From an optimization exercise on the open Yosys and OpenROAD flow, aimed at small area, a short achievable clock period and few clock cycles; shortcuts taken in it are not production practice.
At most, simulation tests tie the RTL to the original design; equivalence was not proved.
Only the layout flow was run in runs 2 to 6; the RTL was not checked for function there.

[run.sh]
#!/bin/bash
# synth_recipe.tcl (not shown) runs the flow's synth.tcl, then flattens the netlist and writes it again
# the make line also repeats each setting of config.mk as NAME=value (left out here)
make -C /OpenROAD-flow-scripts/flow DESIGN_CONFIG=/design/flow/config.mk WORK_HOME=/design/flow/orfs CLKGATE_MAP_FILE= SYNTH_SCRIPT=/design/flow/synth_recipe.tcl finish
[config.mk]
export PLATFORM = sky130hd
export DESIGN_NAME = HT_TOP
export DESIGN_NICKNAME = HT_TOP
export VERILOG_FILES = /design/flow/design.v
export SDC_FILE = /design/flow/constraint.sdc
export NUM_CORES = 4
export LEC_CHECK = 0
export CAP_MARGIN = 20
export CORE_MARGIN = 2
export CORE_UTILIZATION = 40
export SLEW_MARGIN = 20
[constraint.sdc]
create_clock -name core_clock -period 6.0 [get_ports {clk}]
set_input_delay 1.2000 -clock core_clock [delete_from_list [all_inputs] [get_ports {clk}]]
set_output_delay 1.2000 -clock core_clock [all_outputs]
set_load 0.01 [all_outputs]
[design.v]
module SORT_IP #(parameter IP_WIDTH = 8) (
           IN_character, IN_weight,
           OUT_character
       );
input [IP_WIDTH*4-1:0]  IN_character;   
input [IP_WIDTH*5-1:0]  IN_weight;      
output  [IP_WIDTH*4-1:0] OUT_character;  
reg [4:0] w_temp;
reg [4:0] c_temp;
wire [3:0]  character_temp [IP_WIDTH - 1 : 0 ];   
wire [4:0]  weight_temp    [IP_WIDTH - 1 : 0 ];   
reg [3:0]  character [IP_WIDTH - 1 : 0 ];   
reg [4:0]  weight    [IP_WIDTH - 1 : 0 ];   
genvar  gen_i;
generate
    for( gen_i = 0 ; gen_i < IP_WIDTH ; gen_i =  gen_i + 1) begin
        assign weight_temp[gen_i] =    IN_weight[ (gen_i*5) + 4 : (gen_i * 5)];
        assign character_temp[gen_i] = IN_character[ (gen_i*4) + 3 : (gen_i * 4)];
    end
endgenerate
integer  i , j ;
always@(*) begin
    for( i = 0 ; i < IP_WIDTH ; i =  i + 1) begin
        weight[i] =  weight_temp[i];
        character[i] = character_temp[i];
    end
    for( i = 0 ; i < IP_WIDTH ; i =  i + 1) begin
        for( j = IP_WIDTH - 1 ; j > i  ; j =  j - 1) begin
            if(weight[j] < weight[j - 1]) begin
                c_temp = character[j];
                character[j] = character[j - 1];
                character[j - 1] =  c_temp ;
                w_temp = weight[j];
                weight[j] = weight[j - 1];
                weight[j - 1] =  w_temp ;
            end
        end
    end
end
generate
    for( gen_i = 0 ; gen_i < IP_WIDTH ; gen_i =  gen_i + 1) begin
        assign OUT_character[(gen_i*4) + 3: (gen_i*4)] =  character[gen_i];
    end
endgenerate
endmodule
module HT_TOP(
           clk,
           rst_n,
           in_valid,
           in_weight,
           out_mode,
           out_valid,
           out_code
       );
input clk, rst_n, in_valid, out_mode;
input [2:0] in_weight;
output reg out_valid, out_code;
reg  [31 : 0]sort_c_in ;
reg  [39 : 0]sort_w    ;
wire [31 : 0]sort_c_out ;
SORT_IP #(.IP_WIDTH(8)) SORT(.IN_character(sort_c_in), .IN_weight(sort_w), .OUT_character(sort_c_out));
reg [3:0]state;
reg [2:0] counter ;
reg mode;
parameter Output_I = 6,
          Output_L = 7,
          Output_O = 8,
          Output_V = 9,
          Output_E = 10,
          Output_C = 11,
          Output_A = 13,
          Output_B = 14;
reg [2:0] test_number[7:0] ;  
reg [4:0] group_weight[7:0] ;  
reg [7:0] group_member[7:0] ;  
reg [3:0] group_number      ;
reg [6:0] HC [7:0]     ;  
reg [2:0] HC_long[7:0] ;  
reg [7:0]check ;  
reg [3:0]last ;
reg [3:0]second_last;
reg [3:0]weight_last ;
reg [3:0]weight_second_last;
always@(*) begin
    case(group_number)
        default: begin
            second_last =  test_number[( 8 - group_number) ];
            last        =  test_number[( 7 - group_number) ];
            weight_second_last =  ( 8 - group_number) ;
            weight_last =   ( 7 - group_number) ;
        end
    endcase
end
wire [4:0] new_weight ;
assign new_weight = group_weight[ weight_second_last] + group_weight[ weight_last];
integer  i;
always@(posedge clk or negedge rst_n) begin
    if(!rst_n) begin
        out_valid <= 0 ;
        out_code  <= 0 ;
        state <= 0;
        counter <= 0;
    end
    else begin
        case(state)
            0: begin
                group_number <= 7;
                for( i = 7 ; i >= 0 ; i = i - 1) begin
                    HC[i] <= 1;
                    HC_long[i] <= 0;
                    group_weight[i] <= 0;  
                end
                check <= 8'b01111111;
                group_member[7] <= 8'b10000000;
                group_member[6] <= 8'b01000000;
                group_member[5] <= 8'b00100000;
                group_member[4] <= 8'b00010000;
                group_member[3] <= 8'b00001000;
                group_member[2] <= 8'b00000100;
                group_member[1] <= 8'b00000010;
                group_member[0] <= 8'b00000001;
                if(in_valid) begin
                    mode <= out_mode;
                    group_weight[7] <= in_weight;
                    test_number[7] <= 7;
                    counter <= 6;
                    state <= state + 1;
                end
            end
            1: begin
                if(in_weight > group_weight [4] || check[4] ) begin
                    if(in_weight > group_weight [6] || check[6]) begin
                        if(in_weight > group_weight [7] ) begin
                            group_weight[7] <= in_weight;
                            test_number[7] <= counter ;
                            for(i = 7 ; i > 0 ; i = i - 1) begin
                                group_weight[i - 1] <= group_weight[i];
                                test_number[i - 1] <= test_number[i];
                                check[i - 1] <= check[i] ;
                            end
                        end
                        else begin
                            group_weight[6] <= in_weight;
                            test_number[6] <= counter ;
                            check[6] <= 0;
                            for(i = 6 ; i > 0 ; i = i - 1) begin
                                group_weight[i - 1] <= group_weight[i];
                                test_number[i - 1] <= test_number[i];
                                check[i - 1] <= check[i] ;
                            end
                        end
                    end
                    else begin
                        if(in_weight > group_weight [5] || check[5]) begin
                            group_weight[5] <= in_weight;
                            test_number[5] <= counter;
                            check[5] <= 0;
                            for(i = 5 ; i > 0 ; i = i - 1) begin
                                group_weight[i - 1] <= group_weight[i];
                                test_number[i - 1] <= test_number[i];
                                check[i - 1] <= check[i] ;
                            end
                        end
                        else begin
                            group_weight[4] <= in_weight;
                            test_number[4] <= counter;
                            check[4] <= 0;
                            for(i = 4 ; i > 0 ; i = i - 1) begin
                                group_weight[i - 1] <= group_weight[i];
                                test_number[i - 1] <= test_number[i];
                                check[i - 1] <= check[i] ;
                            end
                        end
                    end
                end
                else begin
                    if(in_weight > group_weight [2] || check[2]) begin
                        if(in_weight > group_weight [3] || check[3]) begin
                            group_weight[3] <= in_weight;
                            test_number[3] <= counter;
                            check[3] <= 0;
                            for(i = 3 ; i > 0 ; i = i - 1) begin
                                group_weight[i - 1] <= group_weight[i];
                                test_number[i - 1] <= test_number[i];
                                check[i - 1] <= check[i] ;
                            end
                        end
                        else begin
                            group_weight[2] <= in_weight;
                            test_number[2] <= counter;
                            check[2] <= 0;
                            for(i = 2 ; i > 0 ; i = i - 1) begin
                                group_weight[i - 1] <= group_weight[i];
                                test_number[i - 1] <= test_number[i];
                                check[i - 1] <= check[i] ;
                            end
                        end
                    end
                    else begin
                        if(in_weight > group_weight [1] || check[1]) begin
                            group_weight[1] <= in_weight;
                            test_number[1] <= counter;
                            check[1] <= 0;
                            for(i = 1 ; i > 0 ; i = i - 1) begin
                                group_weight[i - 1] <= group_weight[i];
                                test_number[i - 1] <= test_number[i];
                                check[i - 1] <= check[i] ;
                            end
                        end
                        else begin
                            group_weight[0] <= in_weight;
                            test_number[0] <= counter;
                            check[0] <= 0;
                        end
                    end
                end
                if(counter == 0) begin
                    state <= state + 1;
                end
                else
                    counter <= counter - 1;
            end
            2: begin   
                for(i = 0 ; i < 8; i = i + 1) begin
                    if(group_member[last][i]) begin   
                        HC[i] <= {HC[i][6:0],1'b1 };
                        HC_long[i] <= HC_long[i] + 1;
                    end
                    if(group_member[second_last][i]) begin   
                        HC[i] <= {HC[i][6:0],1'b0 };
                        HC_long[i] <= HC_long[i] + 1;
                    end
                end
                group_number <= group_number - 1;
                group_member[ second_last ] <= group_member[ last] | group_member[ second_last];
                if(new_weight > group_weight [4]) begin
                    if(new_weight > group_weight [6]) begin
                        if(new_weight > group_weight [7]) begin
                            group_weight[7] <= new_weight;
                            test_number[7] <= second_last ;
                            for(i = 7 ; i > 0 ; i = i - 1) begin
                                group_weight[i - 1] <= group_weight[i];
                                test_number[i - 1] <= test_number[i];
                            end
                        end
                        else begin
                            group_weight[6] <= new_weight;
                            test_number[6] <= second_last ;
                            for(i = 6 ; i > 0 ; i = i - 1) begin
                                group_weight[i - 1] <= group_weight[i];
                                test_number[i - 1] <= test_number[i];
                            end
                        end
                    end
                    else begin
                        if(new_weight > group_weight [5]) begin
                            group_weight[5] <= new_weight;
                            test_number[5] <= second_last;
                            for(i = 5 ; i > 0 ; i = i - 1) begin
                                group_weight[i - 1] <= group_weight[i];
                                test_number[i - 1] <= test_number[i];
                            end
                        end
                        else begin
                            group_weight[4] <= new_weight;
                            test_number[4] <= second_last;
                            for(i = 4 ; i > 0 ; i = i - 1) begin
                                group_weight[i - 1] <= group_weight[i];
                                test_number[i - 1] <= test_number[i];
                            end
                        end
                    end
                end
                else begin
                    if(new_weight > group_weight [2]) begin
                        if(new_weight > group_weight [3]) begin
                            group_weight[3] <= new_weight;
                            test_number[3] <= second_last;
                            for(i = 3 ; i > 0 ; i = i - 1) begin
                                group_weight[i - 1] <= group_weight[i];
                                test_number[i - 1] <= test_number[i];
                            end
                        end
                        else begin
                            group_weight[2] <= new_weight;
                            test_number[2] <= second_last;
                            for(i = 2 ; i > 0 ; i = i - 1) begin
                                group_weight[i - 1] <= group_weight[i];
                                test_number[i - 1] <= test_number[i];
                            end
                        end
                    end
                    else begin
                        if(new_weight > group_weight [1]) begin
                            group_weight[1] <= new_weight;
                            test_number[1] <= second_last;
                            for(i = 1 ; i > 0 ; i = i - 1) begin
                                group_weight[i - 1] <= group_weight[i];
                                test_number[i - 1] <= test_number[i];
                            end
                        end
                        else begin
                            group_weight[0] <= new_weight;
                            test_number[0] <= second_last;
                        end
                    end
                end
                if(group_number == 1)
                    state <=  Output_I;
            end
            Output_I: begin  
                out_valid  <= 1 ;
                out_code <= HC[3][0];
                HC[3] <= ( HC[3] >> 1);
                if(HC_long[3] == 1) begin
                    if(mode == 0)  
                        state <=  state + 1;
                    else  
                        state <= Output_C;
                end
                else begin
                    HC_long[3] <= HC_long[3] - 1;
                end
            end
            Output_L: begin  
                out_code <= HC[2][0];
                HC[2] <= ( HC[2] >> 1);
                if(HC_long[2] == 1) begin
                    if(mode == 0)  
                        state <= state + 1;
                    else  
                        state <= Output_A;
                end
                else
                    HC_long[2] <= HC_long[2] - 1;
            end
            Output_O: begin 
                out_code <= HC[1][0];
                HC[1] <= ( HC[1] >> 1);
                if(HC_long[1] == 1)
                    state <= state + 1;
                else
                    HC_long[1] <= HC_long[1] - 1;
            end
            Output_V: begin  
                out_code <= HC[0][0];
                HC[0] <= ( HC[0] >> 1);
                if(HC_long[0] == 1)
                    state <= state + 1;
                else
                    HC_long[0] <= HC_long[0] - 1;
            end
            Output_E: begin  
                out_code <= HC[4][0];
                HC[4] <= ( HC[4] >> 1);
                if(HC_long[4] == 1)
                    state <= 15;
                else
                    HC_long[4] <= HC_long[4] - 1;
            end
            Output_C: begin  
                out_code <= HC[5][0];
                HC[5] <= ( HC[5] >> 1);
                if(HC_long[5] == 1)
                    state <= Output_L;
                else
                    HC_long[5] <= HC_long[5] - 1;
            end
            Output_A: begin  
                out_code <= HC[7][0];
                HC[7] <= ( HC[7] >> 1);
                if(HC_long[7] == 1)
                    state <= state + 1;
                else
                    HC_long[7] <= HC_long[7] - 1;
            end
            Output_B: begin  
                out_code <= HC[6][0];
                HC[6] <= ( HC[6] >> 1);
                if(HC_long[6] == 1)
                    state <= state + 1;
                else
                    HC_long[6] <= HC_long[6] - 1;
            end
            15: begin
                out_valid <= 0;
                out_code  <= 0;
                state <= 0;
            end
        endcase
    end
end
endmodule  
==> summary.txt, run 1 <==
status = complete, no violations
Slew headroom = 33.8%
# Post-CTS Setup Buffers = 0
initial antenna violation count = 1
period utilization = 95.6%
drt pass-1 iters = 5
Yosys Warn Count = 9
# port buffers = 8
IO Count = 9
Max clock buf depth = 3
Mean Syn Cell Area = 10.3 sq um
layout cells sized above 1 = 10.1%
full die area = 0.0377 sq mm
largest net degree at the start of global routing = 51
FMAX = 174 MHz
Slowest cell on crit path = xor2_2
TritonCTS Buffers = 27
worst r2r dst = group_weight[0][1]$_DFFE_PP_
most used flip-flop cell after synthesis = edfxtp_1
crit-path leading delay family = simple AND/OR/NAND/NOR gates
critical path's largest stage delay = 0.58 ns
cell taking the most area after synthesis = edfxtp_1
#FFs+latches synth = 228
number of distinct library cells after synthesis = 70
number of synthesized flops with an enable pin = 219
Synth Instances = 1400
TritonCTS clock tree = built
Async SR Flop Fraction = 3.95%
worst-margin pin slew = 0.989 ns
Startpoint Class = flip-flop
Fin Setup TNS = 0 ns
total track usage = 22.9%
Worst EP arrival = 6.03 ns
Initial Util = 40.7%
final WL = 44300 um
cells on worst reg2reg path = 19
CP most frequent cell = ha_1
worst reg2reg path startpoint = group_number[0]$_SDFFCE_PN1P_
clock sinks = 228
n_diodes = 0
Final Critical Period = 5.73 ns
clk_skew = 0.0141 ns
Max Cap Viol = 0
worst hold-check path type = reg -> reg
nets = 1513
CP endpoint kind = flip-flop
DRT iter0 DRCs = 1110
Die Wd = 194 um
final setup vio count = 0
Routed Antenna Nets = 0
H-tree Lvls = 1
gp weighted congestion = 0.949
detailed-route DRC error count = 0
CP Capture Point = group_weight[0][1]$_DFFE_PP_
vias in the first global route = 11512
Crit Path Category = reg -> reg
Fillers = 3362
die height = 194 um
Synth-to-Final Area Change = 11.6%
total congestion overflow = 0
CP Buf/Inv Count = 2
worst-skew pair later-pin latency = 0.56 ns
clock slew at reported path FFs = 0.06 ns
sequential-to-total area share from yosys stat = 47.0%
CP Cell Sequence = inv_1, ha_1, ha_1, or3_4, or3_1, nor2_1, a41oi_1, ha_1, fa_1, xor2_2, buf_4, ha_1, o21a_1, o21a_1, o21a_1, o22ai_1, and2_0, o22ai_1, a221o_1
WL per Instance = 23.4 um
Cell Area, Synth = 0.0145 sq mm
Slew Viols, Final = 0
Yosys top cell area share = 45.4%
Vias/cell = 6.26
setup slack, reg-to-reg = 0.27 ns
crit path max fanout = 9
row count = 69
dpl hpwl = 31700 um
first-pass GRT wire length = 68100 um
final hold violation count = 0
core area = 0.0356 sq mm
Synth area leaders = edfxtp_1 (45%), ha_1 (8.4%), mux2i_1 (3.9%), a22o_1 (3.3%), a21oi_1 (3.3%)
crit path from = group_number[0]$_SDFFCE_PN1P_
CTS root buffer = clkbuf_16
required time of the critical path = 6.30 ns
Vias = 11829
stages on the worst setup path = 19
RSZ-0062 raised after global routing = false
## per-layer routing
| metal | track usage [%] | wire length (um) |
|---|---|---|
| met5 | 0 | 0 |
| met3 | 6.00 | 4730 |
| met1 | 32.5 | 19300 |
| met4 | 6.03 | 883 |
| met2 | 34.8 | 19400 |
## cells in the mapped netlist (26+ instances only)
cell / count
nor2_1: 101
and3_1: 30
nand2_1: 99
o22ai_1: 43
a22o_1: 55
o21ai_0: 73
ha_1: 97
clkbuf_1: 50
a21oi_1: 95
edfxtp_1: 219
mux2i_1: 56
nand3_1: 27
inv_1: 82
a22oi_1: 26
## kinds of logic (layout without fill, tap and decap cells)
group                    after synthesis  count (layout)  synth area share, %
flip-flops                           228             228                 47.0
multiplexers                          71              71                 5.04
XOR/XNOR                               6               6                0.363
buffers and inverters                170             199                 4.71
AND/OR/NAND/NOR                      370             370                 12.4
adder cells (fa/ha/maj)               98              98                 8.52
AO/OA/AOI/OAI                        457             457                 22.0
## cells in the final DEF (no fill, tap or decap), types with 6 or more instances in the layout
cell type        count
a211oi_1             8
a21o_1              13
a21oi_1             95
a221o_1              8
a221oi_1            14
a222oi_1             7
a22o_1              55
a22oi_1             26
a311oi_1             6
a31oi_1             12
and2_1              18
and3_1              30
buf_4               56
clkbuf_16           27
clkdlybuf4s50_1      8
clkinv_1             6
dfrtp_1              9
edfxtp_1           219
ha_1                97
inv_1               82
mux2_2              15
mux2i_1             56
nand2_1             98
nand2b_1            11
nand3_1             27
nand4_1             10
nor2_1             100
nor2b_1             21
nor3_1              19
nor4_1               8
o21a_1              21
o21ai_0             73
o221a_2              7
o22a_1              16
o22ai_1             41
o31ai_1              7
o32ai_1              7
## stage by stage
stage	instance area [sq um]	hold WS [ns]	setup slack (ns)	cells	utilization (%)
after floorplan	14500	0.506	0.222	1400	-
after global placement	15200	0.516	0.151	1839	42.7
after detailed placement	15200	0.521	0.0771	1839	42.7
after CTS	16100	0.530	0.0765	1889	45.3
after global routing	16100	0.550	0.00907	1890	45.4
final	16100	0.544	0.267	1890	45.4
## sequential cells by signal (all words and copies together) (netlist names)
signal        count
HC_long          24
out_code          1
HC               56
group_number      4
state             4
counter           3
mode              1
out_valid         1
group_weight     40
test_number      24
check             6
group_member     64
## worst min-delay path by stage
stage                           startpoint                     end  slack, ns  depth (start not counted)
finish                  HC[7][6]$_DFFE_PP_      HC[7][5]$_DFFE_PP_       0.54                          1
global route        check[3]$_SDFFCE_PN1P_  check[2]$_SDFFCE_PN1P_       0.55                          1
CTS                 check[3]$_SDFFCE_PN1P_  check[2]$_SDFFCE_PN1P_       0.53                          1
detailed placement      HC[7][6]$_DFFE_PP_      HC[7][5]$_DFFE_PP_       0.52                          1
global placement        HC[5][6]$_DFFE_PP_      HC[5][5]$_DFFE_PP_       0.52                          1
floorplan           check[2]$_SDFFCE_PN1P_  check[1]$_SDFFCE_PN1P_       0.51                          1
## cell type report
type / count / area [sq um] / area share (%)
clock buffers: 31 / 691 / 4.28
clock inverters: 19 / 223 / 1.38
multi-input cells: 1002 / 7040 / 43.6
well taps: 461 / 577 / 3.57
inverters: 85 / 319 / 1.98
flip-flops and latches: 228 / 6800 / 42.1
repair buffers: 64 / 500 / 3.10
## timing repair
item	4_1_cts	5_1_grt
hold buffers	0	0
setup endpoints to repair	0	21
gates resized for setup	0	3
Testbench counts, summed over its fixed seeds: cycles 17,669.
==> inputs of run 2 (changes only) <==
==> design.v (replaced) <==
module HT_TOP(
    input clk,
    input rst_n,
    input in_valid,
    input [2:0] in_weight,
    input out_mode,
    output reg out_valid,
    output reg out_code
);
localparam IDLE = 2'd0, IN = 2'd1, MERGE = 2'd2, OUT = 2'd3;
reg [1:0] phase;
reg [2:0] cnt;
reg [2:0] cur;
reg       mode;
reg [5:0] w [0:7];
reg [4:0] m [0:7];
reg [5:0] S;               
reg [7:0] cr [0:4];        
wire in_phase = (phase != MERGE);
wire [2:0] k = (phase == IN) ? cnt : 3'd0;    
wire md = (phase == IN) ? mode : out_mode;
reg [4:0] leaf_m;
always @(*) begin
    leaf_m = 5'd0;
    if (!md) begin
        case (k)
            3'd4: leaf_m = 5'b00001;
            3'd5: leaf_m = 5'b00010;
            3'd6: leaf_m = 5'b00100;
            3'd7: leaf_m = 5'b01000;
            3'd3: leaf_m = 5'b10000;
            default: leaf_m = 5'd0;
        endcase
    end else begin
        case (k)
            3'd4: leaf_m = 5'b00001;
            3'd2: leaf_m = 5'b00010;
            3'd5: leaf_m = 5'b00100;
            3'd0: leaf_m = 5'b01000;
            3'd1: leaf_m = 5'b10000;
            default: leaf_m = 5'd0;
        endcase
    end
end
wire [5:0] x = {3'd0, in_weight};
wire [9:0] st, c;
genvar g;
generate
    for (g = 0; g < 8; g = g + 1) begin : cmp
        assign st[g] = (k > 7 - g) && (w[g] >= x);
        assign c[g]  = (w[g] >= S);
    end
endgenerate
assign st[9:8] = 2'b11;
assign c[9:8]  = 2'b11;
wire [5:0] nw = in_phase ? x : S;
wire [4:0] nm = in_phase ? leaf_m : (m[0] | m[1]);
wire [5:0] wx [0:9];
wire [4:0] mx [0:9];
generate
    for (g = 0; g < 8; g = g + 1) begin : ext
        assign wx[g] = w[g];
        assign mx[g] = m[g];
    end
endgenerate
assign wx[8] = 6'h3f; assign wx[9] = 6'h3f;
assign mx[8] = 5'd0;  assign mx[9] = 5'd0;
integer i;
always @(posedge clk) begin
    for (i = 0; i < 8; i = i + 1) begin
        if (in_phase) begin
            if (st[i]) begin
                w[i] <= wx[i];  m[i] <= mx[i];
            end else if (st[i+1]) begin
                w[i] <= nw;     m[i] <= nm;
            end else begin
                w[i] <= wx[i+1]; m[i] <= mx[i+1];
            end
        end else begin
            if (i > 0 && c[i+1]) begin
                w[i] <= wx[i+1]; m[i] <= mx[i+1];
            end else if (c[i+2]) begin
                w[i] <= nw;      m[i] <= nm;
            end else begin
                w[i] <= wx[i+2]; m[i] <= mx[i+2];
            end
        end
    end
    if (in_phase)
        S <= st[2] ? (x + w[1]) : (w[1] + w[2]);
    else
        S <= c[3] ? (S + w[2]) : (w[2] + w[3]);
end
wire root = (phase == MERGE) && (cnt == 3'd6);
integer j;
always @(posedge clk) begin
    for (j = 0; j < 5; j = j + 1) begin
        if (phase == IDLE || phase == IN)
            cr[j] <= 8'd1;
        else if (phase == MERGE) begin
            if ((m[0][j] | m[1][j]) && !(root && j == 0))
                cr[j] <= {cr[j][6:0], m[0][j]};
        end else if (cur == j)
            cr[j] <= {1'b0, cr[j][7:1]};
    end
end
wire [7:0] ccur = cr[cur];
wire last = (ccur[7:1] == 7'd1);
always @(posedge clk or negedge rst_n) begin
    if (!rst_n) begin
        phase <= IDLE;
        out_valid <= 1'b0;
        out_code <= 1'b0;
    end else begin
        case (phase)
            IDLE: begin
                out_valid <= 1'b0;
                if (in_valid) phase <= IN;
            end
            IN: begin
                if (cnt == 3'd7) phase <= MERGE;
            end
            MERGE: begin
                if (root) begin
                    phase <= OUT;
                    out_valid <= 1'b1;
                    out_code <= m[0][0];
                end
            end
            OUT: begin
                out_code <= ccur[0];
                if (last && cur == 3'd4) phase <= IDLE;
            end
        endcase
    end
end
always @(posedge clk) begin
    case (phase)
        IDLE: begin
            cnt <= 3'd1;
            mode <= out_mode;
        end
        IN: cnt <= cnt + 3'd1;
        MERGE: begin
            cnt <= cnt + 3'd1;
            cur <= (cr[0] == 8'd1) ? 3'd1 : 3'd0;
        end
        OUT: if (last) cur <= cur + 3'd1;
    endcase
end
endmodule
==> summary.txt, run 2 <==
Crit Path Category = in -> reg
CTS root buffer = clkbuf_16
GR Util met3 = 3.04%
Max clock buf depth = 2
most common cell after layout, fill and taps aside = nor2_1
number of synthesized flops with an enable pin = 78
IO Count = 9
gp weighted congestion = 0.808
full die area = 0.0250 sq mm
crit path max fanout = 10
routing usage on met1 = 25.8%
Slew headroom = 31.8%
Vias/cell = 5.57
Top reg by flops = w
largest net degree at the start of global routing = 54
most frequent cell after synthesis = nor2_1
first-pass GRT wire length = 38200 um
TritonCTS clock tree = built
WL per Instance = 17.4 um
RSZ-0062 raised after global routing = false
FMAX = 232 MHz
vias in the first global route = 7167
worst-skew pair later-pin latency = 0.44 ns
CP Cell Sequence = clkdlybuf4s50_1, buf_4, inv_1, ha_1, a21boi_0, o21ai_0, a21o_1, mux2_2, ha_1, a21o_1, a21oi_1, o21bai_1, a21oi_1, xnor2_1, mux2i_1
sequential-to-total area share from yosys stat = 37.8%
# port buffers = 8
initial antenna violation count = 0
critical path's largest stage delay = 0.45 ns
commonest cells in the netlist = nor2_1 (102), mux2i_1 (94), ha_1 (80), edfxtp_1 (78), a21oi_1 (77)
Fillers = 2291
required time of the critical path = 6.30 ns
worst r2r dst = S[5]$_DFF_P_
final hold violation count = 0
dpl cells = 1302
clk_skew = 0.0120 ns
flip-flop count of the largest register after layout = 42
Final Critical Period = 4.30 ns
die height = 158 um
Synth Instances = 1025
worst reg2reg path startpoint = S[5]$_DFF_P_
final worst slack = 1.70 ns
commonest non-fill, non-tap cells in the layout = nor2_1 (102), mux2i_1 (94), ha_1 (79)
worst-margin pin slew = 1.02 ns
most used flip-flop cell after synthesis = edfxtp_1
Startpoint Class = input port
crit-path leading delay family = compound AO/OA/AOI/OAI gates
layout cells sized above 1 = 6.50%
number of distinct library cells after synthesis = 68
row count = 56
core area = 0.0234 sq mm
#FFs+latches synth = 139
hold_sp = w[7][3]$_SDFFE_PP1N_
final WL = 23200 um
Mean Syn Cell Area = 9.26 sq um
cell taking the most area after synthesis = edfxtp_1
Async SR Flop Fraction = 2.88%
CP endpoint kind = flip-flop
Routed Antenna Nets = 0
Slew Viols, Final = 0
detailed-route DRC error count = 0
met2 usage = 32.6%
Fin Setup TNS = 0 ns
Cell Area, Synth = 0.00949 sq mm
total track usage = 19.4%
CTS resizes = 0
TritonCTS Buffers = 17
Synth-to-Final Area Change = 9.76%
n_diodes = 0
setup slack, reg-to-reg = 1.95 ns
dpl hpwl = 16700 um
register area = 0.00358 sq mm
total congestion overflow = 0
Slowest cell on crit path = clkdlybuf4s50_1
biggest regs = w (42), cr (40), m (40)
global routing's busiest layer = met2
period utilization = 71.7%
DRT iter0 DRCs = 557
Max Cap Viol = 0
CTS Hold Bufs = 0
Initial Util = 40.5%
final setup vio count = 0
Die Wd = 158 um
status = complete, no violations
# Post-CTS Setup Buffers = 0
clock slew at reported path FFs = 0.06 ns
H-tree Lvls = 4
cells on worst reg2reg path = 12
nets = 1091
Finished Layout Cells = 1334
Vias = 7434
hold path depth = 2
area occupied by multi-input gates = 0.00547 sq mm
worst hold-check path type = reg -> reg
clock sinks = 139
Yosys Warn Count = 4
Worst EP arrival = 4.60 ns
hold path endpoint = w[7][3]$_SDFFE_PP1N_
worst slack, placed = 1.27 ns
Synth area leaders = edfxtp_1 (25%), dfxtp_1 (12%), ha_1 (11%), mux2i_1 (9.9%), a21oi_1 (4.1%)
Yosys top cell area share = 24.7%
CP Buf/Inv Count = 3
drt pass-1 iters = 5
==> run 2: changes by cell type in the layout (fill, tap and decap cells not counted), moves of 31 or more <==
cell,delta
a211oi_1,+31
a22o_1,-52
buf_4,-41
dfxtp_1,+57
edfxtp_1,-141
inv_1,-34
mux2i_1,+38
o21ai_0,-34
o22ai_1,-35
==> run 2: metal layers <==
metal	part of all wire (%)	wire [um]
met1	47	11000
met2	48	11200
met3	3.2	739
met4	1.6	372
met5	0	0
==> run 2: worst max path at each step <==
stage / slack (ns) / cells after the start / from / to
after global routing: 1.48 / 13 / in_weight[2] / S[5]$_DFF_P_
after detailed placement: 1.27 / 15 / in_weight[1] / S[5]$_DFF_P_
after global placement: 1.32 / 15 / in_weight[1] / S[5]$_DFF_P_
final: 1.70 / 15 / in_weight[1] / S[5]$_DFF_P_
after floorplan: 1.90 / 15 / in_weight[1] / S[5]$_DFF_P_
after CTS: 1.72 / 15 / in_weight[1] / S[5]$_DFF_P_
==> run 2: cells by family after synthesis <==
| logic type | synth area share (%) |
|---|---|
| AOI/OAI and AO/OA | 21.0 |
| xor gates and xnor gates | 0.923 |
| adders and majority gates | 11.0 |
| buffers and inverters | 4.88 |
| DFF | 37.8 |
| muxes | 11.6 |
| other | 0.0395 |
| and+or+nand+nor | 12.9 |
==> run 2: worst min-delay path, cell delays in order, from the launching register on <==
cell and delay (ns):
dfxtp_1 0.35, nand2_1 0.07, nand2_1 0.04
==> run 2: layout make-up <==
type	count	share of cell area (%)
well taps	319	3.83
clock inverters	14	1.50
clock buffers	18	4.12
inverters	49	1.77
repair buffers	23	1.85
flip-flops and latches	139	34.4
multi-input cells	772	52.5
==> run 2: stage by stage <==
stage | cell area, sq um | util (%) | hold WS, ns
floorplan | 9500 | - | 0.444
global placement | 9830 | 42.0 | 0.477
detailed placement | 9830 | 42.0 | 0.492
CTS | 10400 | 44.5 | 0.503
global route | 10400 | 44.5 | 0.523
finish | 10400 | 44.5 | 0.506
==> inputs of run 3 (changes only) <==
--- a/config.mk
+++ b/config.mk
@@ -9,3 +9,4 @@
 export CORE_MARGIN = 2
 export CORE_UTILIZATION = 40
+export SETUP_SLACK_MARGIN = 3.6
 export SLEW_MARGIN = 20
==> summary.txt, run 3 <==
status = complete, no violations
IO Count = 9
CP endpoint kind = flip-flop
core area = 0.0234 sq mm
Async SR Flop Fraction = 2.88%
initial antenna violation count = 0
clk_skew = 0.0167 ns
worst-skew pair later-pin latency = 0.43 ns
crit path from = in_weight[0]
WL per Instance = 19.4 um
Routed Antenna Nets = 0
drt pass-1 iters = 6
dpl hpwl = 16700 um
layout cells sized above 1 = 28.0%
RSZ-0062 raised after global routing = true
FMAX = 313 MHz
hold_sp = cr[0][7]$_SDFFE_PP0P_
Yosys top cell area share = 24.7%
Slew headroom = 49.9%
most frequent cell after synthesis = nor2_1
DRT iter0 DRCs = 654
commonest cells in the netlist = nor2_1 (102), mux2i_1 (94), ha_1 (80), edfxtp_1 (78), a21oi_1 (77)
Startpoint Class = input port
Crit Path Category = in -> reg
Finished Cell Area = 0.0125 sq mm
final setup vio count = 0
CP Capture Point = S[4]$_DFF_P_
clock slew at reported path FFs = 0.07 ns
sequential-to-total area share from yosys stat = 37.8%
cells on worst reg2reg path = 12
Worst EP arrival = 3.49 ns
worst-margin pin slew = 0.745 ns
number of synthesized flops with an enable pin = 78
nets = 1186
required time of the critical path = 6.30 ns
Fin Setup TNS = 0 ns
Fillers = 2082
gp weighted congestion = 0.785
Synth Instances = 1025
Vias = 8307
first-pass GRT wire length = 41500 um
worst hold-check path type = reg -> reg
Synth-to-Final Area Change = 31.8%
final hold violation count = 0
Slew Viols, Final = 0
#FFs+latches synth = 139
Initial Util = 40.5%
Die Wd = 158 um
vias in the first global route = 7669
setup slack, reg-to-reg = 2.85 ns
flip-flop count of the largest register after layout = 42
Cell Area, Synth = 0.00949 sq mm
Mean Syn Cell Area = 9.26 sq um
period utilization = 53.2%
# port buffers = 8
detailed-route DRC error count = 0
TritonCTS Buffers = 17
most used flip-flop cell after synthesis = edfxtp_1
n_diodes = 0
H-tree Lvls = 4
clock sinks = 139
TritonCTS clock tree = built
Synth area leaders = edfxtp_1 (25%), dfxtp_1 (12%), ha_1 (11%), mux2i_1 (9.9%), a21oi_1 (4.1%)
total congestion overflow = 0
largest net degree at the start of global routing = 49
dpl cell area = 0.00996 sq mm
biggest regs = w (42), cr (40), m (40)
Final Critical Period = 3.19 ns
full die area = 0.0250 sq mm
cell taking the most area after synthesis = edfxtp_1
CTS root buffer = clkbuf_16
Max clock buf depth = 2
worst r2r dst = S[5]$_DFF_P_
Max Cap Viol = 0
Yosys Warn Count = 4
final WL = 27700 um
row count = 56
Vias/cell = 5.81
worst reg2reg path startpoint = S[3]$_DFF_P_
die height = 158 um
crit path max fanout = 5
number of distinct library cells after synthesis = 68
commonest non-fill, non-tap cells in the layout = nor2_1 (91), mux2i_1 (91), edfxtp_1 (78)
Top reg by flops = w
total track usage = 21.4%
[run 3: cell counts after synthesis]
Identical to the previous run, type by type.
[run 3: metal layers]
layer  up-vias  wire length (um)  global-route usage, %
met5         -                 0                      0
met4         0              1030                   7.08
met3        73              1220                   3.18
met2       271             13900                   37.7
met1      3995             11600                   26.6
li1       3968                 -                      -
[run 3: layout make-up]
class	count	area [sq um]	share of cell area, %
Timing Repair Buffer	110	1180	9.46
Tap cell	319	399	3.19
Clock inverter	13	118	0.940
Clock buffer	19	464	3.71
Multi-Input combinational cell	779	6530	52.2
Timing Repair inverter	1	6.26	0.0500
Inverter	49	210	1.68
Sequential cell	139	3600	28.8
[run 3: timing repair]
| item | CTS | global route |
|---|---|---|
| gates cloned | 9 | 2 |
| hold endpoints to repair | 0 | 0 |
| hold buffers | 0 | 0 |
| endpoints found under the setup margin | 194 | 180 |
| buffers inserted | 42 | 43 |
| gates resized for setup | 149 | 112 |
| pin swaps | 41 | 70 |
[run 3: how the worst min path moves through the flow]
| stage | endpoint | slack, ns | cells after the start |
|---|---|---|---|
| final | cr[0][7]$_SDFFE_PP0P_ | 0.48 | 2 |
| after detailed placement | cr[0][7]$_SDFFE_PP0P_ | 0.47 | 2 |
| after global placement | cr[0][7]$_SDFFE_PP0P_ | 0.46 | 2 |
| after floorplan | cr[0][7]$_SDFFE_PP0P_ | 0.44 | 2 |
| after global routing | m[7][0]$_SDFFE_PP0N_ | 0.51 | 2 |
| after CTS | cr[0][7]$_SDFFE_PP0P_ | 0.48 | 2 |
[run 3: kinds of logic (layout without fill, tap and decap cells)]
kind of cell / after synthesis / count (layout) / synth area share, %
muxes: 108 / 108 / 11.6
AOI/OAI and AO/OA: 298 / 302 / 21.0
other: 1 / 5 / 0.0395
and+or+nand+nor: 269 / 272 / 12.9
xor gates and xnor gates: 10 / 10 / 0.923
buffers and inverters: 118 / 192 / 4.88
adders and majority gates: 82 / 82 / 11.0
DFF: 139 / 139 / 37.8
[run 3: per-stage QoR]
stage	hold slack, ns	worst slack (ns)	std cells	utilization, %
3_3_place_gp	0.459	1.50	1301	42.6
6_report	0.481	2.81	1429	53.4
2_1_floorplan	0.444	2.43	1029	-
5_1_grt	0.512	2.68	1429	53.4
3_5_place_dp	0.468	1.49	1301	42.6
4_1_cts	0.479	2.81	1384	49.5
[run 3: critical path, stage by stage]
cell and delay [ns]:
buf_6 0.09, buf_6 0.12, ha_4 0.25, inv_2 0.03
a21boi_2 0.10, o21ai_1 0.06, a21o_2 0.26, mux2_4 0.32
ha_4 0.17, fa_2 0.37, a21oi_2 0.14, nor2_1 0.05
nor2_1 0.13, xor2_1 0.15, o21ai_1 0.06
==> inputs of run 4 (changes only) <==
--- a/config.mk
+++ b/config.mk
@@ -6,4 +6,5 @@
 export NUM_CORES = 4
 export LEC_CHECK = 0
+export ABC_CLOCK_PERIOD_IN_PS = 2000
 export CAP_MARGIN = 20
 export CORE_MARGIN = 2
==> summary.txt, run 4 <==
worst-skew pair later-pin latency = 0.43 ns
area occupied by multi-input gates = 0.00653 sq mm
final hold violation count = 0
final setup vio count = 0
Crit Path Category = in -> reg
status = complete, no violations
#FFs+latches synth = 139
hold_sp = cr[0][7]$_SDFFE_PP0P_
Startpoint Class = input port
Top reg by flops = w
H-tree Lvls = 4
total congestion overflow = 0
Yosys Warn Count = 4
cell taking the most area after synthesis = edfxtp_1
Worst EP arrival = 3.49 ns
Mean Syn Cell Area = 9.26 sq um
Synth-to-Final Area Change = 31.8%
number of synthesized flops with an enable pin = 78
CP Cell Sequence = buf_6, buf_6, ha_4, inv_2, a21boi_2, o21ai_1, a21o_2, mux2_4, ha_4, fa_2, a21oi_2, nor2_1, nor2_1, xor2_1, o21ai_1
Async SR Flop Fraction = 2.88%
Cell Area, Synth = 0.00949 sq mm
Final Critical Period = 3.19 ns
n_diodes = 0
largest net degree at the start of global routing = 49
first-pass GRT wire length = 41500 um
Max clock buf depth = 2
Routed Antenna Nets = 0
met2 WL = 13900 um
worst reg2reg path startpoint = S[3]$_DFF_P_
Synth Instances = 1025
Vias/cell = 5.81
TritonCTS Buffers = 17
Initial Util = 40.5%
dpl hpwl = 16700 um
gp weighted congestion = 0.785
final WL = 27700 um
clock slew at reported path FFs = 0.07 ns
vias in the first global route = 7669
Max Used Layer = met4
sequential-to-total area share from yosys stat = 37.8%
drt pass-1 iters = 6
core area = 0.0234 sq mm
biggest regs = w (42), cr (40), m (40)
Slew Viols, Final = 0
hold_ws = 0.481 ns
flip-flop count of the largest register after layout = 42
hold path endpoint = cr[0][7]$_SDFFE_PP0P_
# port buffers = 8
total track usage = 21.4%
clock sinks = 139
Fin Setup TNS = 0 ns
period utilization = 53.2%
final core utilization = 53.4%
clk_skew = 0.0167 ns
nets = 1186
Synth area leaders = edfxtp_1 (25%), dfxtp_1 (12%), ha_1 (11%), mux2i_1 (9.9%), a21oi_1 (4.1%)
row count = 56
most frequent cell after synthesis = nor2_1
Die Wd = 158 um
worst r2r dst = S[5]$_DFF_P_
initial antenna violation count = 0
hold path depth = 2
full die area = 0.0250 sq mm
Fillers = 2082
commonest non-fill, non-tap cells in the layout = nor2_1 (91), mux2i_1 (91), edfxtp_1 (78)
cells on worst reg2reg path = 12
layout cells sized above 1 = 28.0%
FMAX = 313 MHz
worst hold-check path type = reg -> reg
setup slack, reg-to-reg = 2.85 ns
Vias = 8307
wl on met1 = 11600 um
Max Cap Viol = 0
crit path max fanout = 5
WL met3 = 1220 um
Slew headroom = 49.9%
DRT iter0 DRCs = 654
RSZ-0062 raised after global routing = true
Yosys top cell area share = 24.7%
die height = 158 um
critical path's largest stage delay = 0.37 ns
required time of the critical path = 6.30 ns
register area = 0.00360 sq mm
TritonCTS clock tree = built
Slowest cell on crit path = fa_2
CP endpoint kind = flip-flop
CTS root buffer = clkbuf_16
number of distinct library cells after synthesis = 68
most used flip-flop cell after synthesis = edfxtp_1
WL per Instance = 19.4 um
CTS Hold Bufs = 0
commonest cells in the netlist = nor2_1 (102), mux2i_1 (94), ha_1 (80), edfxtp_1 (78), a21oi_1 (77)
worst-margin pin slew = 0.745 ns
detailed-route DRC error count = 0
IO Count = 9
run 4: cell counts in the layout (fill, tap and decap cells not counted):
Identical to the previous run, type by type.
run 4: cells by family (layout without fill, tap and decap cells):
family,after synthesis,after routing,share of synthesized area [%]
adders and majority gates,82,82,11.0
buffers and inverters,118,192,4.88
other,1,5,0.0395
AOI/OAI and AO/OA,298,302,21.0
xor gates and xnor gates,10,10,0.923
DFF,139,139,37.8
muxes,108,108,11.6
and+or+nand+nor,269,272,12.9
run 4: layout make-up:
cell class,count,share of cell area [%]
clock buffers,19,3.71
clock inverters,13,0.940
inverters,49,1.68
multi-input cells,779,52.2
flip-flops and latches,139,28.8
well taps,319,3.19
repair buffers,110,9.46
repair inverters,1,0.0500
run 4: worst max-delay path by stage:
stage	from	slack [ns]	depth (start not counted)	endpoint
3_5_place_dp	in_weight[1]	1.49	14	S[5]$_DFF_P_
2_1_floorplan	in_weight[1]	2.43	15	S[4]$_DFF_P_
3_3_place_gp	in_weight[1]	1.50	14	S[4]$_DFF_P_
5_1_grt	S[2]$_DFF_P_	2.68	14	S[5]$_DFF_P_
6_report	in_weight[0]	2.81	15	S[4]$_DFF_P_
4_1_cts	in_weight[0]	2.81	15	S[5]$_DFF_P_
run 4: critical path: cells and delay by family:
kind | cells | cell delay [ns]
AOI/OAI and AO/OA | 5 | 0.62
and+or+nand+nor | 2 | 0.18
adders and majority gates | 3 | 0.79
muxes | 1 | 0.32
buffers and inverters | 3 | 0.24
xor gates and xnor gates | 1 | 0.15
run 4: routing by layer:
metal	up-vias	track usage [%]
met2	271	37.7
met5	-	0
li1	3968	-
met1	3995	26.6
met3	73	3.18
met4	0	7.08
run 4: stage by stage:
stage / area (sq um) / instances / setup slack [ns]
6_report: 12500 / 1429 / 2.81
5_1_grt: 12500 / 1429 / 2.68
4_1_cts: 11600 / 1384 / 2.81
3_5_place_dp: 9960 / 1301 / 1.49
3_3_place_gp: 9960 / 1301 / 1.50
2_1_floorplan: 9740 / 1029 / 2.43
run 4: what timing repair did:
| action | CTS | global route |
|---|---|---|
| setup endpoints to repair | 194 | 180 |
| endpoints found under the hold margin | 0 | 0 |
| pin swaps | 41 | 70 |
| gates resized for setup | 149 | 112 |
| cloned | 9 | 2 |
| setup buffers | 42 | 43 |
==> inputs of run 5 (changes only) <==
--- a/design.v
+++ b/design.v
@@ -8,4 +8,44 @@
     output reg out_code
 );
+function [3:0] add3(input [2:0] a, input [2:0] b);
+    reg [2:0] g, p; reg [3:0] c;
+    begin
+        g = a & b; p = a ^ b;
+        c[0] = 1'b0;
+        c[1] = g[0];
+        c[2] = g[1] | (p[1] & g[0]);
+        c[3] = g[2] | (p[2] & g[1]) | (p[2] & p[1] & g[0]);
+        add3 = {c[3], p ^ c[2:0]};
+    end
+endfunction
+function [5:0] add6(input [5:0] a, input [5:0] b);
+    reg [5:0] g, p, c;
+    begin
+        g = a & b; p = a ^ b;
+        c[0] = 1'b0;
+        c[1] = g[0];
+        c[2] = g[1] | (p[1] & g[0]);
+        c[3] = g[2] | (p[2] & g[1]) | (p[2] & p[1] & g[0]);
+        c[4] = g[3] | (p[3] & g[2]) | (p[3] & p[2] & g[1]) | (p[3] & p[2] & p[1] & g[0]);
+        c[5] = g[4] | (p[4] & g[3]) | (p[4] & p[3] & g[2]) | (p[4] & p[3] & p[2] & g[1])
+             | (p[4] & p[3] & p[2] & p[1] & g[0]);
+        add6 = p ^ c;
+    end
+endfunction
+function ge3(input [2:0] a, input [2:0] b);
+    reg [2:0] gt, lt;
+    begin
+        gt = a & ~b; lt = ~a & b;
+        ge3 = ~(lt[2] | (~gt[2] & (lt[1] | (~gt[1] & lt[0]))));
+    end
+endfunction
+function ge6(input [5:0] a, input [5:0] b);
+    reg [5:0] gt, lt;
+    begin
+        gt = a & ~b; lt = ~a & b;
+        ge6 = ~(lt[5] | (~gt[5] & (lt[4] | (~gt[4] & (lt[3] | (~gt[3] &
+              (lt[2] | (~gt[2] & (lt[1] | (~gt[1] & lt[0]))))))))));
+    end
+endfunction
 localparam IDLE = 2'd0, IN = 2'd1, MERGE = 2'd2, OUT = 2'd3;
 reg [1:0] phase;
@@ -48,6 +88,6 @@
 generate
     for (g = 0; g < 8; g = g + 1) begin : cmp
-        assign st[g] = (k > 7 - g) && (w[g] >= x);
-        assign c[g]  = (w[g] >= S);
+        assign st[g] = (k > 7 - g) && ge3(w[g][2:0], in_weight);
+        assign c[g]  = ge6(w[g], S);
     end
 endgenerate
@@ -66,4 +106,8 @@
 assign wx[8] = 6'h3f; assign wx[9] = 6'h3f;
 assign mx[8] = 5'd0;  assign mx[9] = 5'd0;
+wire [3:0] s_in_a = add3(in_weight, w[1][2:0]);
+wire [3:0] s_in_b = add3(w[1][2:0], w[2][2:0]);
+wire [5:0] s_m_a = add6(S, w[2]);
+wire [5:0] s_m_b = add6(w[2], w[3]);
 integer i;
 always @(posedge clk) begin
@@ -88,7 +132,7 @@
     end
     if (in_phase)
-        S <= st[2] ? (x + w[1]) : (w[1] + w[2]);
+        S <= st[2] ? {2'd0, s_in_a} : {2'd0, s_in_b};
     else
-        S <= c[3] ? (S + w[2]) : (w[2] + w[3]);
+        S <= c[3] ? s_m_a : s_m_b;
 end
 wire root = (phase == MERGE) && (cnt == 3'd6);
--- a/config.mk
+++ b/config.mk
@@ -6,8 +6,7 @@
 export NUM_CORES = 4
 export LEC_CHECK = 0
-export ABC_CLOCK_PERIOD_IN_PS = 2000
 export CAP_MARGIN = 20
 export CORE_MARGIN = 2
-export CORE_UTILIZATION = 40
-export SETUP_SLACK_MARGIN = 3.6
+export CORE_UTILIZATION = 65
+export SETUP_SLACK_MARGIN = 4.0
 export SLEW_MARGIN = 20
==> summary.txt, run 5 <==
status = did not finish
failing step = global routing (5_1_grt)
Log Error = [ERROR GRT-0232] Routing congestion too high. Check the congestion heatmap in the GUI.
worst setup endpoint GRT = m[6][2]$_DFFE_PP_/D
Max clock buf depth = 2
Yosys top cell area share = 24.6%
total congestion overflow = 486
Async SR Flop Fraction = 2.94%
dpl cell area = 0.00958 sq mm
number of distinct library cells after synthesis = 77
sequential-to-total area share from yosys stat = 38.2%
die height = 123 um
total track usage = 90.7%
IO Count = 9
largest net degree at the start of global routing = 60
row count = 43
Synth Instances = 1015
dpl cells = 1151
worst slack, placed = 1.92 ns
gp weighted congestion = 0.910
cell taking the most area after synthesis = edfxtp_1
clock sinks = 136
Cell Area, Synth = 0.00914 sq mm
# port buffers = 8
Synth area leaders = edfxtp_1 (25%), dfxtp_1 (12%), mux2i_1 (9.0%), ha_1 (6.2%), nor2_1 (5.1%)
most frequent cell after synthesis = nor2_1
Yosys Warn Count = 4
commonest cells in the netlist = nor2_1 (124), mux2i_1 (82), a21oi_1 (79), edfxtp_1 (75), nand2_1 (67)
Initial Util = 66.1%
Mean Syn Cell Area = 9.00 sq um
most used flip-flop cell after synthesis = edfxtp_1
worst endpoint type = register data pin
H-tree Lvls = 4
TritonCTS Buffers = 17
number of synthesized flops with an enable pin = 75
#FFs+latches synth = 136
Die Wd = 123 um
dpl hpwl = 16900 um
CTS root buffer = clkbuf_16
CTS Hold Bufs = 0
==> run 5: how the worst min path moves through the flow <==
| stage | from | endpoint |
|---|---|---|
| detailed placement | m[7][1]$_SDFFE_PP0N_ | m[7][1]$_SDFFE_PP0N_ |
| floorplan | m[7][1]$_SDFFE_PP0N_ | m[7][1]$_SDFFE_PP0N_ |
| global placement | m[7][1]$_SDFFE_PP0N_ | m[7][1]$_SDFFE_PP0N_ |
| CTS | m[7][1]$_SDFFE_PP0N_ | m[7][1]$_SDFFE_PP0N_ |
==> run 5: cell families after synthesis <==
group	after synthesis	synth area share (%)
flops	136	38.2
other cells	1	0.0410
fa+ha+maj	55	7.72
compound gates	282	20.6
xor+xnor	12	1.15
buf+inv	129	5.68
mux	105	11.9
simple gates	295	14.7
==> run 5: repair_timing <==
action,in CTS
endpoints found under the setup margin,196
cloned,12
endpoints found under the hold margin,0
gates resized for setup,287
pin swaps,59
setup buffers,126
==> run 5: routing by layer <==
layer / overflow / global-route usage, %
met1: 11 / 87.1
met2: 301 / 107
met3: 8 / 74.4
met4: 164 / 99.6
met5: 2 / 43.8
==> inputs of run 6 (changes only) <==
--- a/config.mk
+++ b/config.mk
@@ -8,5 +8,5 @@
 export CAP_MARGIN = 20
 export CORE_MARGIN = 2
-export CORE_UTILIZATION = 65
-export SETUP_SLACK_MARGIN = 4.0
+export CORE_UTILIZATION = 40
+export SETUP_SLACK_MARGIN = 3.6
 export SLEW_MARGIN = 20
==> summary.txt, run 6 <==
Fillers = 2029
total congestion overflow = 0
final WL = 25900 um
most used flip-flop cell after synthesis = edfxtp_1
commonest non-fill, non-tap cells in the layout = nor2_1 (114), mux2i_1 (81), edfxtp_1 (75)
worst slack, placed = 1.98 ns
IO Count = 9
layout cells sized above 1 = 27.0%
CP most frequent cell = o21ai_4
H-tree Lvls = 4
most common cell after layout, fill and taps aside = nor2_1
final core utilization = 51.6%
crit path from = in_weight[0]
dpl hpwl = 16700 um
clk_skew = 0.0185 ns
Routed Antenna Nets = 0
Synth area leaders = edfxtp_1 (25%), dfxtp_1 (12%), mux2i_1 (9.0%), ha_1 (6.2%), nor2_1 (5.1%)
crit-path leading delay family = compound AO/OA/AOI/OAI gates
CP endpoint kind = flip-flop
RSZ-0062 raised after global routing = true
biggest regs = cr (40), m (40), w (39)
largest net degree at the start of global routing = 54
drt pass-1 iters = 6
Final Critical Period = 2.51 ns
most frequent cell after synthesis = nor2_1
Synth Instances = 1015
Die Wd = 155 um
vias in the first global route = 7300
Mean Syn Cell Area = 9.00 sq um
gp weighted congestion = 0.792
Fin Setup TNS = 0 ns
CTS root buffer = clkbuf_16
die height = 155 um
commonest cells in the netlist = nor2_1 (124), mux2i_1 (82), a21oi_1 (79), edfxtp_1 (75), nand2_1 (67)
status = complete, no violations
Vias/cell = 5.69
Synth-to-Final Area Change = 27.0%
first-pass GRT wire length = 40300 um
TritonCTS clock tree = built
final setup vio count = 0
Worst EP arrival = 2.69 ns
Cell Area, Synth = 0.00914 sq mm
CP Cell Sequence = buf_12, clkinv_8, buf_4, o21ai_4, a31oi_2, o21ai_4, nor3_1, a31o_2, a311o_1
full die area = 0.0241 sq mm
TritonCTS Buffers = 17
total track usage = 21.2%
critical path's largest stage delay = 0.27 ns
worst-margin pin slew = 0.688 ns
detailed-route DRC error count = 0
nets = 1136
number of synthesized flops with an enable pin = 75
cell taking the most area after synthesis = edfxtp_1
initial antenna violation count = 0
#FFs+latches synth = 136
worst-skew pair later-pin latency = 0.43 ns
Vias = 7842
worst hold-check path type = reg -> reg
WL per Instance = 18.8 um
hold_sp = m[7][1]$_SDFFE_PP0N_
Max Cap Viol = 0
Yosys top cell area share = 24.6%
Max clock buf depth = 2
Slew Viols, Final = 0
crit path max fanout = 8
Crit Path Category = in -> reg
final worst slack = 3.49 ns
Initial Util = 40.6%
final hold violation count = 0
clock sinks = 136
FMAX = 399 MHz
DRT iter0 DRCs = 658
period utilization = 41.8%
required time of the critical path = 6.18 ns
CTS Hold Bufs = 0
n_diodes = 0
worst reg2reg path startpoint = w[4][0]$_DFFE_PP_
row count = 55
Async SR Flop Fraction = 2.94%
Slowest cell on crit path = o21ai_4
number of distinct library cells after synthesis = 77
Startpoint Class = input port
sequential-to-total area share from yosys stat = 38.2%
CP Buf/Inv Count = 3
core area = 0.0225 sq mm
# port buffers = 8
Slew headroom = 53.7%
setup slack, reg-to-reg = 3.52 ns
clock slew at reported path FFs = 0.06 ns
Yosys Warn Count = 4
==> run 6: cell counts after synthesis <==
Identical to the previous run, type by type.
==> run 6: worst reg2reg max path: cells and delay by family (launching register included) <==
kind	cells	cell delay, ns
and+or+nand+nor	2	0.43
AOI/OAI and AO/OA	3	0.59
adders and majority gates	1	0.30
buffers and inverters	2	0.27
muxes	1	0.21
DFF	1	0.43
==> run 6: cell families (layout without fill, tap and decap cells) <==
family                   Yosys count  after routing  synth area share (%)
other                              1              5                0.0410
AND/OR/NAND/NOR                  295            296                  14.7
adder cells (fa/ha/maj)           55             55                  7.72
flip-flops                       136            136                  38.2
AO/OA/AOI/OAI                    282            282                  20.6
buffers and inverters            129            202                  5.68
multiplexers                     105            105                  11.9
XOR/XNOR                          12             12                  1.15
==> run 6: cell type report <==
type,count,area [sq um],share of cell area [%]
clock buffer,17,425,3.67
timing repair buffer,103,945,8.14
tap,285,357,3.07
clock inverter,15,140,1.21
timing repair inverter,1,7.51,0.0647
sequential,136,3510,30.3
multi-input combinational,755,5920,51.0
inverter,66,295,2.55
==> run 6: path summary, 6_finish.rpt <==
kind / to / cells after the start
worst max-delay path: m[3][1]$_DFFE_PP_ / 9
worst min-delay path: m[7][1]$_SDFFE_PP0N_ / 2
worst max register to register: w[2][1]$_DFFE_PP_ / 9
worst min register to register: m[7][1]$_SDFFE_PP0N_ / 2
max in group asynchronous: phase[0]$_DFFE_PN0P_ / 1
min in group asynchronous: out_code$_DFFE_PN0P_ / 1
==> run 6: per-layer routing <==
layer	vias to the layer above	part of all wire (%)	global-route usage (%)
met5	-	0	0
met4	0	1.8	6.00
met3	26	3.9	3.40
met2	187	49	35.1
met1	3806	45	28.8
li1	3823	-	-
==> run 6: timing repair <==
item	4_1_cts	5_1_grt
pin swaps	23	33
cloned	1	1
endpoints found under the setup margin	190	65
buffers inserted	54	30
gates resized for setup	110	87
==> run 6: stage by stage <==
stage | std cells | hold WS, ns | area [sq um]
after floorplan | 1019 | 0.438 | 9460
after global placement | 1260 | 0.453 | 9640
after detailed placement | 1260 | 0.461 | 9640
after CTS | 1347 | 0.467 | 11000
after global routing | 1378 | 0.504 | 11600
final | 1378 | 0.462 | 11600
==> inputs of run 7 (changes only) <==
--- a/design.v
+++ b/design.v
@@ -56,5 +56,7 @@
 reg [4:0] m [0:7];
 reg [5:0] S;               
-reg [7:0] cr [0:4];        
+reg [6:0] cr [0:4];        
+reg [4:0] rootbit;         
+reg       rb;              
 wire in_phase = (phase != MERGE);
 wire [2:0] k = (phase == IN) ? cnt : 3'd0;    
@@ -136,19 +138,23 @@
         S <= c[3] ? s_m_a : s_m_b;
 end
-wire root = (phase == MERGE) && (cnt == 3'd6);
+wire fuse = (phase == MERGE) && (cnt == 3'd5);
 integer j;
 always @(posedge clk) begin
     for (j = 0; j < 5; j = j + 1) begin
         if (phase == IDLE || phase == IN)
-            cr[j] <= 8'd1;
+            cr[j] <= 7'd1;
         else if (phase == MERGE) begin
-            if ((m[0][j] | m[1][j]) && !(root && j == 0))
-                cr[j] <= {cr[j][6:0], m[0][j]};
-        end else if (cur == j)
-            cr[j] <= {1'b0, cr[j][7:1]};
-    end
-end
-wire [7:0] ccur = cr[cur];
-wire last = (ccur[7:1] == 7'd1);
+            if (m[0][j] | m[1][j])
+                cr[j] <= {cr[j][5:0], m[0][j]};
+            if (fuse)
+                rootbit[j] <= ~((m[0][j] | m[1][j]) ^ c[2]);
+        end else if (cur == j && !rb)
+            cr[j] <= {1'b0, cr[j][6:1]};
+    end
+end
+wire [6:0] ccur = cr[cur];
+wire cempty = (ccur == 7'd1);
+wire last = (ccur[6:1] == 6'd1);
+wire empty0 = (cr[0] == 7'd1) && !(m[0][0] | m[1][0]);
 always @(posedge clk or negedge rst_n) begin
     if (!rst_n) begin
@@ -166,13 +172,13 @@
             end
             MERGE: begin
-                if (root) begin
+                if (fuse) begin
                     phase <= OUT;
                     out_valid <= 1'b1;
-                    out_code <= m[0][0];
+                    out_code <= ~((m[0][0] | m[1][0]) ^ c[2]);
                 end
             end
             OUT: begin
-                out_code <= ccur[0];
-                if (last && cur == 3'd4) phase <= IDLE;
+                out_code <= rb ? rootbit[cur] : ccur[0];
+                if ((rb ? cempty : last) && cur == 3'd4) phase <= IDLE;
             end
         endcase
@@ -188,7 +194,14 @@
         MERGE: begin
             cnt <= cnt + 3'd1;
-            cur <= (cr[0] == 8'd1) ? 3'd1 : 3'd0;
-        end
-        OUT: if (last) cur <= cur + 3'd1;
+            cur <= empty0 ? 3'd1 : 3'd0;
+            rb <= empty0;
+        end
+        OUT: begin
+            if (rb ? cempty : last) begin
+                cur <= cur + 3'd1;
+                rb <= 1'b1;
+            end else
+                rb <= 1'b0;
+        end
     endcase
 end
--- a/config.mk
+++ b/config.mk
@@ -8,5 +8,5 @@
 export CAP_MARGIN = 20
 export CORE_MARGIN = 2
-export CORE_UTILIZATION = 40
-export SETUP_SLACK_MARGIN = 3.6
+export CORE_UTILIZATION = 50
+export SETUP_SLACK_MARGIN = 3.9
 export SLEW_MARGIN = 20
==> summary.txt, run 7 <==
final setup vio count = 0
Max clock buf depth = 2
cells on worst reg2reg path = 7
Slew Viols, Final = 0
CTS root buffer = clkbuf_16
total track usage = 30.6%
status = complete, no violations
Yosys top cell area share = 26.7%
dpl cells = 1157
hold path depth = 1
Max Cap Viol = 0
largest net degree at the start of global routing = 33
RSZ-0062 raised after global routing = true
first-pass GRT wire length = 46200 um
Finished Layout Cells = 1371
Yosys Warn Count = 4
Synth-to-Final Area Change = 45.4%
TritonCTS Buffers = 17
CP endpoint kind = flip-flop
number of distinct library cells after synthesis = 89
worst r2r dst = m[1][2]$_DFFE_PP_
gp weighted congestion = 0.900
CP Cell Sequence = buf_12, clkinv_4, nor2_2, maj3_2, maj3_2, nor3_4, a21oi_4, mux2_4
Slew headroom = 38.3%
nets = 1185
DRT iter0 DRCs = 993
Slowest cell on crit path = maj3_2
GR Util met3 = 6.91%
CP most frequent cell = maj3_2
Routed Antenna Nets = 0
final hold violation count = 0
required time of the critical path = 6.19 ns
most used flip-flop cell after synthesis = edfxtp_1
CTS Hold Bufs = 0
critical path's largest stage delay = 0.35 ns
#FFs+latches synth = 137
mux contribution to synthesized area = 11.9%
post-synthesis xor/xnor area fraction = 1.34%
dpl hpwl = 18000 um
Vias/cell = 6.39
biggest regs = m (40), w (39), cr (35)
full die area = 0.0193 sq mm
total congestion overflow = 0
global routing's busiest layer = met2
hold path endpoint = m[7][3]$_SDFFE_PP0N_
Mean Syn Cell Area = 9.46 sq um
clock sinks = 137
commonest cells in the netlist = nor2_1 (118), mux2i_1 (84), edfxtp_1 (81), a21oi_1 (80)
main combinational cell family by area after synthesis = compound AO/OA/AOI/OAI gates
most common cell after layout, fill and taps aside = buf_4
worst-skew pair later-pin latency = 0.44 ns
Startpoint Class = input port
Worst EP arrival = 2.70 ns
die height = 139 um
# port buffers = 8
FMAX = 399 MHz
TritonCTS clock tree = built
Cell Area, Synth = 0.00912 sq mm
cell taking the most area after synthesis = edfxtp_1
Synth Area in Compound Gates = 19.1%
n_diodes = 0
IO Count = 9
Synth Instances = 964
Crit Path Category = in -> reg
period utilization = 41.7%
Top reg by flops = m
Vias = 8767
flip-flop count of the largest register after layout = 40
clock slew at reported path FFs = 0.07 ns
hold_sp = m[7][3]$_SDFFE_PP0N_
core area = 0.0179 sq mm
Final Critical Period = 2.50 ns
most frequent cell after synthesis = nor2_1
H-tree Lvls = 4
Async SR Flop Fraction = 2.92%
number of synthesized flops with an enable pin = 81
commonest non-fill, non-tap cells in the layout = buf_4 (109), nor2_1 (95), edfxtp_1 (81)
clk_skew = 0.00973 ns
Die Wd = 139 um
sequential-to-total area share from yosys stat = 39.2%
row count = 49
worst hold-check path type = reg -> reg
worst reg2reg path startpoint = w[3][2]$_DFFE_PP_
simple logic cell fraction of the synthesized area = 14.7%
setup slack, reg-to-reg = 3.58 ns
WL per Instance = 23.3 um
met2 usage = 46.7%
initial antenna violation count = 0
routing usage on met1 = 42.3%
worst-margin pin slew = 0.921 ns
drt pass-1 iters = 6
Synth area leaders = edfxtp_1 (27%), dfxtp_1 (11%), mux2i_1 (9.2%), ha_1 (6.2%), nor2_1 (4.9%)
detailed-route DRC error count = 0
adder-cell share of the synthesized area = 8.38%
crit path max fanout = 5
Initial Util = 51.0%
final WL = 32000 um
Fillers = 1185
layout cells sized above 1 = 42.5%
vias in the first global route = 8195
Fin Setup TNS = 0 ns
==> run 7: worst max-delay path by stage <==
stage            startpoint                 to  slack [ns]
3_5_place_dp   in_weight[1]  m[5][4]$_DFFE_PP_        1.64
2_1_floorplan  in_weight[0]  m[6][4]$_DFFE_PP_        2.95
3_3_place_gp   in_weight[1]  m[5][4]$_DFFE_PP_        1.68
6_report       in_weight[0]  m[6][4]$_DFFE_PP_        3.50
5_1_grt        in_weight[0]  m[6][4]$_DFFE_PP_        3.48
4_1_cts        in_weight[0]  m[6][4]$_DFFE_PP_        3.52
==> run 7: timing repair <==
item / CTS / global route
setup endpoints to repair: 203 / 191
setup buffers: 115 / 52
cloned: 10 / 5
pin swaps: 48 / 73
gates resized for setup: 227 / 142
==> run 7: cell families after synthesis <==
kind of cell	count (synthesis)
simple gates	281
mux	105
flops	137
compound gates	251
xor+xnor	14
fa+ha+maj	60
buf+inv	115
other cells	1
==> run 7: metal layers <==
metal	vias up	part of all wire [%]
met4	0	3.0
met1	4327	43
met2	456	46
li1	3908	-
met3	76	7.7
met5	-	0
==> run 7: final cells by class <==
class | count | area (sq um) | area share (%)
clock buffers | 19 | 475 | 3.58
clock inverters | 13 | 120 | 0.905
inverters | 63 | 313 | 2.36
multi-input cells | 722 | 6500 | 49.0
flip-flops and latches | 137 | 3600 | 27.1
well taps | 229 | 287 | 2.16
repair buffers | 187 | 1960 | 14.8
repair inverters | 1 | 8.76 | 0.0660
==> run 7: critical path: cells and delay by family <==
kind / cells / cell delay (ns)
adders and majority gates: 2 / 0.64
muxes: 1 / 0.31
and+or+nand+nor: 2 / 0.28
buffers and inverters: 2 / 0.15
AOI/OAI and AO/OA: 1 / 0.11
==> run 7: through the flow <==
stage                     hold WS, ns  setup slack (ns)  instance area [sq um]  util [%]
after CTS                       0.490              3.52                  12200      68.2
after global placement          0.468              1.68                   9590      53.6
final                           0.493              3.50                  13300      74.1
after global routing            0.502              3.48                  13300      74.1
after floorplan                 0.452              2.95                   9510         -
after detailed placement        0.473              1.64                   9590      53.6
Testbench counts of run 7, summed over its fixed seeds: cycles 16,645.

[static timing again, ports no longer ideal]
Ports are ideal in the flow. The routed layouts listed here were re-timed in OpenROAD. Step 1 sets driving cells, clkbuf_16 on the clock port and buf_2 on the other inputs (assumed; they add their load-dependent delay and slew). Step 2, shift: input delay + t, output delay - t, t = (earliest + latest rising clock arrival at the registers) / 2. This alone moves slack from input paths to output paths. Three values: no drivers, after step 1, after step 2; two values: the first two.
| run | shift t [ns] | slack for setup (ns) | worst data-port slew with drivers (ns) |
|---|---|---|---|
| run 1 | 0.600 | 0.267 / 0.267 / 0.267 | 0.03 |
| run 2 | 0.475 | 1.696 / 1.711 / 1.235 | 0.03 |
| run 3 | 0.475 | 2.810 / 2.828 / 2.353 | 0.04 |
| run 4 | 0.475 | 2.810 / 2.828 / 2.353 | 0.04 |
| run 6 | 0.473 | 3.491 / 3.478 / 3.005 | 0.06 |
| run 7 | 0.484 | 3.496 / 3.436 / 2.952 | 0.16 |
After both steps setup and hold are still met in every run listed. For run 7, which loses most, drivers alone change the setup slack by -0.060 ns; drivers and shift together by -0.544 ns.
